What follows belongs to an exercise in optimizing a design on an open flow for small area; a production flow would make more cautious choices. Only simulation tests tie the RTL to the original design; equivalence was not proved.

## v6
// top_stopwatch
module top_stopwatch(
  input wire clk_100mhz,
  input wire rst,
  input wire btn_reset_raw,
  input wire btn_pause_raw,
  input wire sw_adj_raw,
  input wire sw_sel_raw,
  output wire [6:0] seg,
  output wire [3:0] an,
  output wire dp,
  output wire [3:0] led
);
==> flow/config.mk <==
export PLATFORM = sky130hd
export DESIGN_NAME = top_stopwatch
export DESIGN_NICKNAME = top_stopwatch
export VERILOG_FILES = /design/flow/design.v
export SDC_FILE = /design/flow/constraint.sdc
export NUM_CORES = 4
export LEC_CHECK = 0
export ABC_AREA = 1
export CAP_MARGIN = 0
export CORE_MARGIN = 2
export CORE_UTILIZATION = 40
export GPL_TIMING_DRIVEN = 0
export SLEW_MARGIN = 0
==> flow/constraint.sdc <==
create_clock -name core_clock -period 10.0 [get_ports {clk_100mhz}]
set_input_delay 2.0000 -clock core_clock [delete_from_list [all_inputs] [get_ports {clk_100mhz}]]
set_output_delay 2.0000 -clock core_clock [all_outputs]
set_load 0.01 [all_outputs]
standard.sh (not shown) runs the stock make flow with config.mk's settings and CLKGATE_MAP_FILE= SYNTH_SCRIPT=/design/flow/synth_recipe.tcl, a recipe that flattens the netlist after the stock synthesis.
==> flow/flow/run.sh <==
#!/bin/bash
# Own layout flow: the standard flow (standard.sh) with three changes:
#  1. after the standard synthesis (kept as is: registers, their names and
#     cells untouched), the combinational logic between the registers is
#     re-mapped by ABC with area-oriented scripts (flow/r0.abc, and ABC's
#     &deepsyn with 56 seeds); the smallest result is kept;
#  2. ports are buffered with the smallest buffer (buf_1);
#  3. clock tree synthesis without dummy loads, with small clock buffers.
# Each tool's output goes to a log file of its own in the work folder.
set -euo pipefail
W=$(pwd)
R=$W/orfs/results/${FLOW_PLATFORM:-sky130hd}/top_stopwatch/base
LIB=$FLOW_HOME/platforms/sky130hd/lib/sky130_fd_sc_hd__tt_025C_1v80.lib
source $W/flow/knobs.sh

bash standard.sh synth > $W/log_1_standard_synth.log 2>&1

# cell functions of the combinational cells (sequential cells stay black boxes)
yosys -q -p "read_liberty -ignore_miss_func $LIB; write_verilog -noattr $W/cells_all.v" > $W/log_2_cells.log 2>&1
awk '/^module /{buf=""; keep=1} {buf=buf $0 "\n"} /always|reg /{keep=0} /^endmodule/{if(keep) printf "%s\n", buf; buf=""}' \
  $W/cells_all.v > $W/cells_comb.v
DU=$(sed -n '/DONT_USE_CELLS += /,/^#/p' $FLOW_HOME/platforms/sky130hd/config.mk | grep -o "sky130_fd_sc_hd__[a-z0-9_]*" | sed 's/^/-dont_use /' | tr '\n' ' ')
cp $R/1_2_yosys.v $W/synth_standard.v
remap() {
  local n=$1
  cp $W/flow_$n.abc $W/remap_$n.abc
  yosys -p "read_liberty -lib $LIB; read_verilog -overwrite $W/cells_comb.v; read_verilog $W/synth_standard.v; \
    hierarchy -top $FLOW_TOP; flatten; proc; techmap; opt -fast -purge; \
    abc -liberty $LIB $DU -script $W/remap_$n.abc; opt_clean -purge; \
    hilomap -singleton -hicell sky130_fd_sc_hd__conb_1 HI -locell sky130_fd_sc_hd__conb_1 LO; \
    splitnets; opt_clean -purge; stat -liberty $LIB; write_verilog -noattr -nohex -nodec $W/synth_remap_$n.v" \
    > $W/log_3_remap_$n.log 2>&1 || true
}
# ABC scripts: flow/r0.abc, &deepsyn (5 s) with seeds 1..40 followed by
# amap, and the same after a first mapping with &nf (seeds 41..56), for a
# different starting structure; they run NUM_CORES at a time
names="r0"
for i in $(seq 1 40); do
  echo "strash; &get -n; &deepsyn -T 5 -S $i; &put; strash; amap" > $W/flow_ds$i.abc
  names="$names ds$i"
done
for i in $(seq 41 56); do
  echo "strash; &get -n; &dch -f; &nf -R 1000; &put; strash; &get -n; &deepsyn -T 5 -S $i; &put; strash; amap" > $W/flow_ds$i.abc
  names="$names ds$i"
done
cp $W/flow/r0.abc $W/flow_r0.abc
k=0
for n in $names; do
  remap $n &
  k=$((k + 1))
  if (( k % ${NUM_CORES:-4} == 0 )); then wait; fi
done
wait
best=""; best_area=""
for n in $names; do
  [[ -s $W/synth_remap_$n.v ]] || continue
  a=$(grep "Chip area" $W/log_3_remap_$n.log | tail -1 | awk '{print $NF}')
  [[ -n "$a" ]] || continue
  echo "$n $a" >> $W/remap_areas.txt
  if [[ -z "$best" ]] || awk -v a="$a" -v b="$best_area" 'BEGIN{exit !(a<b)}'; then best=$n; best_area=$a; fi
done
echo "chosen $best $best_area" >> $W/remap_areas.txt
cp $W/synth_remap_$best.v $R/1_2_yosys.v
rm -f $R/1_synth.odb $R/1_synth.sdc

bash standard.sh > $W/log_4_standard_rest.log 2>&1
Other scripts of this flow, unchanged in this note and not shown: flow/flow/knobs.sh, flow/flow/r0.abc
Inputs modified between v6 and v4:
diff --git a/flow/design.v b/flow/design.v
--- a/flow/design.v
+++ b/flow/design.v
@@ -77,28 +77,29 @@
       end
     end
   end
   wire sw_adj    = o_adj;
   wire sw_sel    = o_sel;
   wire btn_reset = o_rst;
   wire sys_rst   = rst | btn_reset;
   wire adj_before = o_adj ^ jc_adj;
   wire rst_before = o_rst ^ jc_rst;
   wire pause_tog = f2 & o_pau & ~o_rst & (jc_pau | jc_rst);
+  wire f_r = (f == F_R);                  
+  wire adj_prev = sw_adj ^ (f1 & jc_adj);
+  wire rst_prev = btn_reset ^ (f1 & jc_rst);
+  wire m = adj_prev & ~rst_prev & ~f_r;
   wire s = sw_sel ^ (f1 & jc_sel);
-  reg m, p;
+  reg p;
   always @(posedge clk_100mhz) begin
-    if (sys_rst) begin m <= 1'b0; p <= 1'b0; end
-    else begin
-      m <= sw_adj;
-      if (~m & pause_tog) p <= ~p;
-    end
+    if (sys_rst) p <= 1'b0;
+    else if (~m & pause_tog) p <= ~p;
   end
   wire use_2hz = m;
   wire sel_minutes = m & ~s;
   wire sel_seconds = m & s;
   wire is_run = ~m & ~p;
   wire count_enable = is_run & ~sw_adj;
   wire ok_before = f1 & ~rst_before;
   wire base_sec_ones = ok_before &
     (use_2hz ? (sel_seconds & after_2hz) : (is_run & ~adj_before & after_1hz));
   wire base_min_ones = ok_before & sel_minutes & after_2hz;
==> run notes <==
- Comparing v6 and v4, the higher routed via count was measured on v4.
- Between v6 and v4, the total number of nets in the final design does not differ in any meaningful way.
- The final cell count on v4 is in line with that on v6.
- Post-cts resize count came out exactly the same in v6 and v4.
- Area fraction of clock buffers and clock inverters delta (v6 -> v4): insignificant

==> re-timing with driven ports <==
No port has a modelled driver above. Below, the same layouts with a new extraction and two added sets of constraints.
Step 1: set_driving_cell puts a clkbuf_16 on clk_100mhz and a buf_2 on each other input, an assumption about the parent block.
Step 2 adds t to the input delays and takes it off the output delays; t is the mean of the earliest and latest rising clock arrival at the registers after step 1. Input paths then give back, and output paths get back, about the clock's delay inside the block.
Slacks: no drivers / after step 1 / after step 2; pairs: no drivers / after step 1.
| run | t (ns) | slack for setup (ns) | worst data-port slew with drivers (ns) |
|---|---|---|---|
| v6 | 0.406 | 5.238 / 5.211 / 5.617 | 0.03 |
| v4 | 0.415 | 5.080 / 5.054 / 5.223 | 0.03 |
After both steps every run listed still meets setup and hold.
